This design comes from an exercise in tuning for small area on the open sky130 flow, not from production work. Only simulation tests tie the RTL to the original design; equivalence was not proved. Power is estimated from default activity; no workload was simulated.

==> flow/design.v <==
`timescale 1ns / 1ps
module clockDiv(
    input  logic clk,
    input  logic rst,
    output logic tick
);
    localparam logic [14:0] SRST = 15'h617e;    
    localparam logic [14:0] TERM = 15'h2dd6;    
    localparam logic [14:0] MASK = 15'h6fb7;    
    logic [14:0] lfsr;
    assign tick = ((lfsr ^ TERM) & MASK) == 15'd0;
    always_ff @(posedge clk) begin
        if (rst)       lfsr <= SRST;
        else if (tick) lfsr <= 15'd0;
        else           lfsr <= {~lfsr[13:0], lfsr[14] ^ lfsr[10]};
    end
endmodule
`timescale 1ns / 1ps
module TXBUF(
    input  logic clk,
    input  logic rst,
    input  logic tick,
    input  logic [7:0] sw,
    input  logic btnC,
    input  logic btnD,
    output logic tx,
    output logic [3:0][7:0] Tdatas
);
    logic [11:0] sr;
    logic parity;
    logic btnD_prev, btnC_prev;
    logic busy, act;
    logic s_shift, s_load, s_hold;       
    logic t_shift, t_hold;               
    logic [11:0] frame;
    assign busy = |sr[11:1];
    assign tx = sr[0];
    assign act = tick & !rst;
    assign s_shift = act & busy;
    assign s_load  = act & !busy & btnC & !btnC_prev;
    assign s_hold  = !rst & !(tick & (busy | (btnC & !btnC_prev)));
    assign t_shift = act & !busy & btnD & !btnD_prev;
    assign t_hold  = !rst & !(tick & !busy & btnD & !btnD_prev);
    assign frame = {1'b1, ~parity, Tdatas[3], 1'b0, 1'b1};
    always_ff @(posedge clk) begin
        if (rst) sr <= 12'd1;
        else if (tick) begin
            if (busy) sr <= {1'b0, sr[11:1]};
            else if (btnC && !btnC_prev) sr <= frame;
        end
        Tdatas <= ({Tdatas[2:0], sw} & {32{t_shift}}) | (Tdatas & {32{t_hold}});
        parity <= !rst & (parity ^ (s_shift & sr[1]));
        btnD_prev <= !rst & (tick ? btnD : btnD_prev);
        btnC_prev <= !rst & (tick ? btnC : btnC_prev);
    end
endmodule
`timescale 1ns / 1ps
module RXBUF(
    input  logic clk,
    input  logic rst,
    input  logic tick,
    input  logic rxbit,
    output logic [3:0][7:0] Rdatas
);
    logic [9:0] sr;
    logic parity, pacc;
    logic idle;
    logic s_shift, s_start, s_push, s_hold, r_hold;
    assign idle = ~|sr;
    assign s_shift = tick & !rst & !idle & !sr[0];
    assign s_start = tick & !rst & idle & !rxbit;
    assign s_push  = tick & !rst & sr[0];
    assign s_hold  = !rst & !tick;
    assign r_hold  = !rst & !(tick & sr[0]);
    always_ff @(posedge clk) begin
        if (tick) begin
            if (idle) pacc <= 1'b0;
            else if (!sr[0]) pacc <= pacc ^ rxbit;
        end
        if (rst) sr <= '0;
        else if (tick) begin
            if (idle) begin
                if (!rxbit) sr <= 10'b10_0000_0000;
            end else if (!sr[0]) begin
                sr <= {rxbit & parity, sr[9:1]};
            end else begin
                sr <= '0;
            end
        end
        parity <= (pacc & s_push) | (parity & r_hold);
        Rdatas <= ({Rdatas[2:0], sr[8:1]} & {32{s_push}}) | (Rdatas & {32{r_hold}});
    end
endmodule
`timescale 1ns / 1ps
module btn_debouncer(
    input  logic clk, rst, button,
    output logic buttonDebounced
);
    localparam logic [14:0] TERM = 15'h30ec;    
    localparam logic [14:0] MASK = 15'h3fbf;    
    localparam logic [14:0] STAB = 15'h0001;
    logic [14:0] timer;
    logic nbusy;
    logic term, stab;
    assign term = ((timer ^ TERM) & MASK) == 15'd0;
    assign stab = nbusy & (timer[0] | timer[1]);
    assign buttonDebounced = nbusy & timer[1];
    always_ff @(posedge clk) begin
        if (rst | nbusy) timer <= (stab && button && !rst) ? STAB : 15'd0;
        else             timer <= {~timer[13:0], ~(timer[14] ^ timer[3])};
        if (rst)         nbusy <= 1'b1;
        else if (nbusy)  nbusy <= stab || !button;
        else             nbusy <= term;
    end
endmodule
`timescale 1ns / 1ps
module bcd_to_7_segment(
    input  logic [3:0] bcd,
    output logic [0:6] seg
);
    logic b3, b2, b1, b0;
    assign {b3, b2, b1, b0} = bcd;
    assign seg[0] = (~b3&~b2&~b1&b0) | (~b3&b2&~b1&~b0) | (b3&~b2&b1&b0) | (b3&b2&~b1&b0);
    assign seg[1] = (b2&b1&~b0) | (b3&b1&b0) | (b3&b2&~b0) | (~b3&b2&~b1&b0);
    assign seg[2] = (b3&b2&~b0) | (b3&b2&b1) | (~b3&~b2&b1&~b0);
    assign seg[3] = (b2&b1&b0) | (~b3&~b2&~b1&b0) | (~b3&b2&~b1&~b0) | (b3&~b2&b1&~b0);
    assign seg[4] = (~b2&~b1&b0) | (~b3&b0) | (~b3&b2&~b1);
    assign seg[5] = (~b3&b1&b0) | (~b3&~b2&b0) | (~b3&~b2&b1) | (b3&b2&~b1&b0);
    assign seg[6] = (~b3&~b2&~b1) | (~b3&b2&b1&b0) | (b3&b2&~b1&~b0);
endmodule
`timescale 1ns / 1ps
module segment_display(
    input  logic clk,
    input  logic rst,
    input  logic btnU,
    input  logic btnR,
    input  logic btnL,
    input  logic [3:0][7:0] Tdatas,
    input  logic [3:0][7:0] Rdatas,
    output logic [3:0] an,
    output logic [0:6] seg
);
    localparam logic [17:0] E1 = 18'h20590;    
    localparam logic [17:0] M1 = 18'h3fbff;    
    logic [17:0] refresh;
    logic e1, e0;                               
    logic [1:0] active_digit, ad_next;
    logic [1:0] index;
    logic isT;
    logic [3:0] D, N;
    logic rflag;
    logic btnU_db, btnR_db, btnL_db;
    logic [3:0] dsel;
    logic [15:0] onehot;
    logic [15:0][3:0] nib;
    logic hi;
    logic [0:6] hex;
    assign e1 = ((refresh ^ E1) & M1) == 18'd0;
    assign ad_next = rst ? 2'd0 : active_digit + {1'b0, e0};
    always_comb begin
        for (int k = 0; k < 4; k++) begin
            nib[k]      = Rdatas[k][3:0];
            nib[4 + k]  = Rdatas[k][7:4];
            nib[8 + k]  = Tdatas[k][3:0];
            nib[12 + k] = Tdatas[k][7:4];
        end
        onehot = 16'd1 << {isT, hi, index};
        dsel = 4'd0;
        for (int k = 0; k < 16; k++)
            dsel = dsel | (nib[k] & {4{onehot[k]}});
    end
    assign hi = active_digit[0] ^ (e0 | e1);
    always_ff @(posedge clk) begin
        if (rst | e0) refresh <= 18'd0;
        else          refresh <= {~refresh[16:0], ~(refresh[17] ^ refresh[6])};
        e0 <= !rst && e1;
        active_digit <= ad_next;
        rflag <= rst;
        if (rst) begin
            index <= 2'd0;
            isT <= 1'b1;
            D <= 4'd0;
        end else begin
            if (btnU_db) isT <= ~isT;
            if (btnL_db) index <= index - 2'd1;
            else if (btnR_db) index <= index + 2'd1;
            D <= dsel;
        end
        case (ad_next)
        2'd2:    N <= {2'b00, index};
        2'd3:    N <= {3'b111, ~isT};            
        default: N <= D;
        endcase
    end
    bcd_to_7_segment dec(N, hex);
    always_comb begin
        if (rflag)                  seg = 7'b1111111;
        else if (active_digit == 3) seg = {1'b1, hex[1:4], N[0], hex[6]};
        else                        seg = hex;
        case (active_digit)
        2'd0: an = 4'b1110;
        2'd1: an = 4'b1101;
        2'd2: an = 4'b1011;
        default: an = 4'b0111;
        endcase
    end
    btn_debouncer b1(clk, rst, btnU, btnU_db);
    btn_debouncer b2(clk, rst, btnR, btnR_db);
    btn_debouncer b3(clk, rst, btnL, btnL_db);
endmodule
`timescale 1ns / 1ps
module UART(
    input logic clk,
    input logic rst,
    input logic [7:0] sw,
    input logic btnC,
    input logic btnD,
    input logic btnU,
    input logic btnR,
    input logic btnL,
    input logic received,
    output logic transmitted,
    output logic [7:0] led2,
    output logic [7:0] led,
    output logic [0:6] seg,
    output logic [3:0] an
);
    logic tick;
    logic [3:0][7:0] Rdatas;
    logic [3:0][7:0] Tdatas;
    clockDiv div(clk, rst, tick);
    TXBUF transmitter(clk, rst, tick, sw, btnC, btnD, transmitted, Tdatas);
    RXBUF receiver(clk, rst, tick, received, Rdatas);
    segment_display display(clk, rst, btnU, btnR, btnL, Tdatas, Rdatas, an, seg);
    assign led = Tdatas[0];
    assign led2 = Rdatas[3];
endmodule
==> flow/config.mk <==
export PLATFORM = sky130hd
export DESIGN_NAME = UART
export DESIGN_NICKNAME = UART
export VERILOG_FILES = /design/flow/design.v
export SDC_FILE = /design/flow/constraint.sdc
export NUM_CORES = 4
export LEC_CHECK = 0
export CAP_MARGIN = 20
export CORE_MARGIN = 2
export CORE_UTILIZATION = 40
export SLEW_MARGIN = 20
==> flow/constraint.sdc <==
create_clock -name core_clock -period 10.0 [get_ports {clk}]
set_input_delay 2.0000 -clock core_clock [delete_from_list [all_inputs] [get_ports {clk}]]
set_output_delay 2.0000 -clock core_clock [all_outputs]
set_load 0.01 [all_outputs]
standard.sh (not shown) runs the stock make flow with config.mk's settings and CLKGATE_MAP_FILE= SYNTH_SCRIPT=/design/flow/synth_recipe.tcl, a recipe that flattens the netlist after the stock synthesis.
==> flow/flow/run.sh <==
#!/bin/bash
# Layout flow: the standard ORFS flow, with three changes to how the
# layout is made (the design, clock period and constraints are the standard flow's):
#  - synthesis maps with an area-oriented ABC script (no gate upsizing or
#    buffering in ABC; the placer's repair_design buffers what needs it), and
#    without the pass-through buffers; registers are the standard synthesis's;
#  - every input and output port still gets a buffer, of the smallest size;
#  - clock tree synthesis with the arguments in cts_args.txt (smaller clock
#    buffers, no dummy loads).
set -euo pipefail
W=$PWD
rm -rf "$W/scripts_area"
cp -r "$FLOW_HOME/scripts" "$W/scripts_area"
cp "$W/flow/abc_area.script" "$W/scripts_area/abc_speed.script"
bash standard.sh SCRIPTS_DIR="$W/scripts_area" SYNTH_INSBUF=0 synth > "$W/synth.log" 2>&1
bash standard.sh "BUFFER_PORTS_ARGS=-buffer_cell sky130_fd_sc_hd__buf_1" \
    "CTS_ARGS=$(cat "$W/flow/cts_args.txt")" finish > "$W/layout.log" 2>&1
==> flow/flow/abc_area.script <==
&get -n
&st
&dch
&nf -a
&st
&dch
&nf -a
&put
topo
==> flow/flow/cts_args.txt <==
-sink_clustering_enable -repair_clock_nets -buf_list sky130_fd_sc_hd__clkbuf_8 -dont_use_dummy_load
The first run ran to the end with no violations.
Edit:
--- a/flow/design.v
+++ b/flow/design.v
@@ -31,5 +31,5 @@
     logic btnD_prev, btnC_prev;
     logic busy, act;
-    logic s_shift, s_load, s_hold;       
+    logic s_shift, s_load;               
     logic t_shift, t_hold;               
     logic [11:0] frame;
@@ -39,14 +39,11 @@
     assign s_shift = act & busy;
     assign s_load  = act & !busy & btnC & !btnC_prev;
-    assign s_hold  = !rst & !(tick & (busy | (btnC & !btnC_prev)));
     assign t_shift = act & !busy & btnD & !btnD_prev;
     assign t_hold  = !rst & !(tick & !busy & btnD & !btnD_prev);
     assign frame = {1'b1, ~parity, Tdatas[3], 1'b0, 1'b1};
     always_ff @(posedge clk) begin
-        if (rst) sr <= 12'd1;
-        else if (tick) begin
-            if (busy) sr <= {1'b0, sr[11:1]};
-            else if (btnC && !btnC_prev) sr <= frame;
-        end
+        sr[11:1] <= ({1'b0, sr[11:2]} & {11{s_shift}}) | (frame[11:1] & {11{s_load}}) |
+                    (sr[11:1] & {11{!rst && !tick}});
+        sr[0] <= rst | (sr[1] & s_shift) | s_load | (sr[0] & !(tick & busy));
         Tdatas <= ({Tdatas[2:0], sw} & {32{t_shift}}) | (Tdatas & {32{t_hold}});
         parity <= !rst & (parity ^ (s_shift & sr[1]));
@@ -78,14 +75,6 @@
             else if (!sr[0]) pacc <= pacc ^ rxbit;
         end
-        if (rst) sr <= '0;
-        else if (tick) begin
-            if (idle) begin
-                if (!rxbit) sr <= 10'b10_0000_0000;
-            end else if (!sr[0]) begin
-                sr <= {rxbit & parity, sr[9:1]};
-            end else begin
-                sr <= '0;
-            end
-        end
+        sr <= ({rxbit & parity, sr[9:1]} & {10{s_shift}}) | {s_start, 9'd0} |
+              (sr & {10{s_hold}});
         parity <= (pacc & s_push) | (parity & r_hold);
         Rdatas <= ({Rdatas[2:0], sr[8:1]} & {32{s_push}}) | (Rdatas & {32{r_hold}});
Fmax shrinks by 0.43%.
Power grows by 0.37%.
Routed wire length grows by 1.8%.
Global-route usage grows by 0.10 points.
Worst setup slack degrades by 17 ps.
Via count shrinks by 4.4%.
Die area shrinks by 1.4%.

## what the ideal ports hide
The flow's constraints put no driver on any port. The routed layouts listed below were extracted and timed again, unchanged, in two steps. Step 1: set_driving_cell puts a clkbuf_16 on clk and a buf_2 on each other input, an assumption about the parent block. Step 2 also shifts input and output timing later by t, the mid clock arrival at the registers, as if the neighbouring blocks saw the same clock. a / b / c = ideal / step 1 / step 2; a / b = the first two.
run	shift t [ns]	setup WS [ns]	worst register clock-pin slew, ns
the first run	0.473	6.100 / 6.066 / 6.213	0.09 / 0.09
the second run	0.479	6.084 / 6.048 / 6.088	0.10 / 0.10
After both steps setup and hold are still met in every run listed.
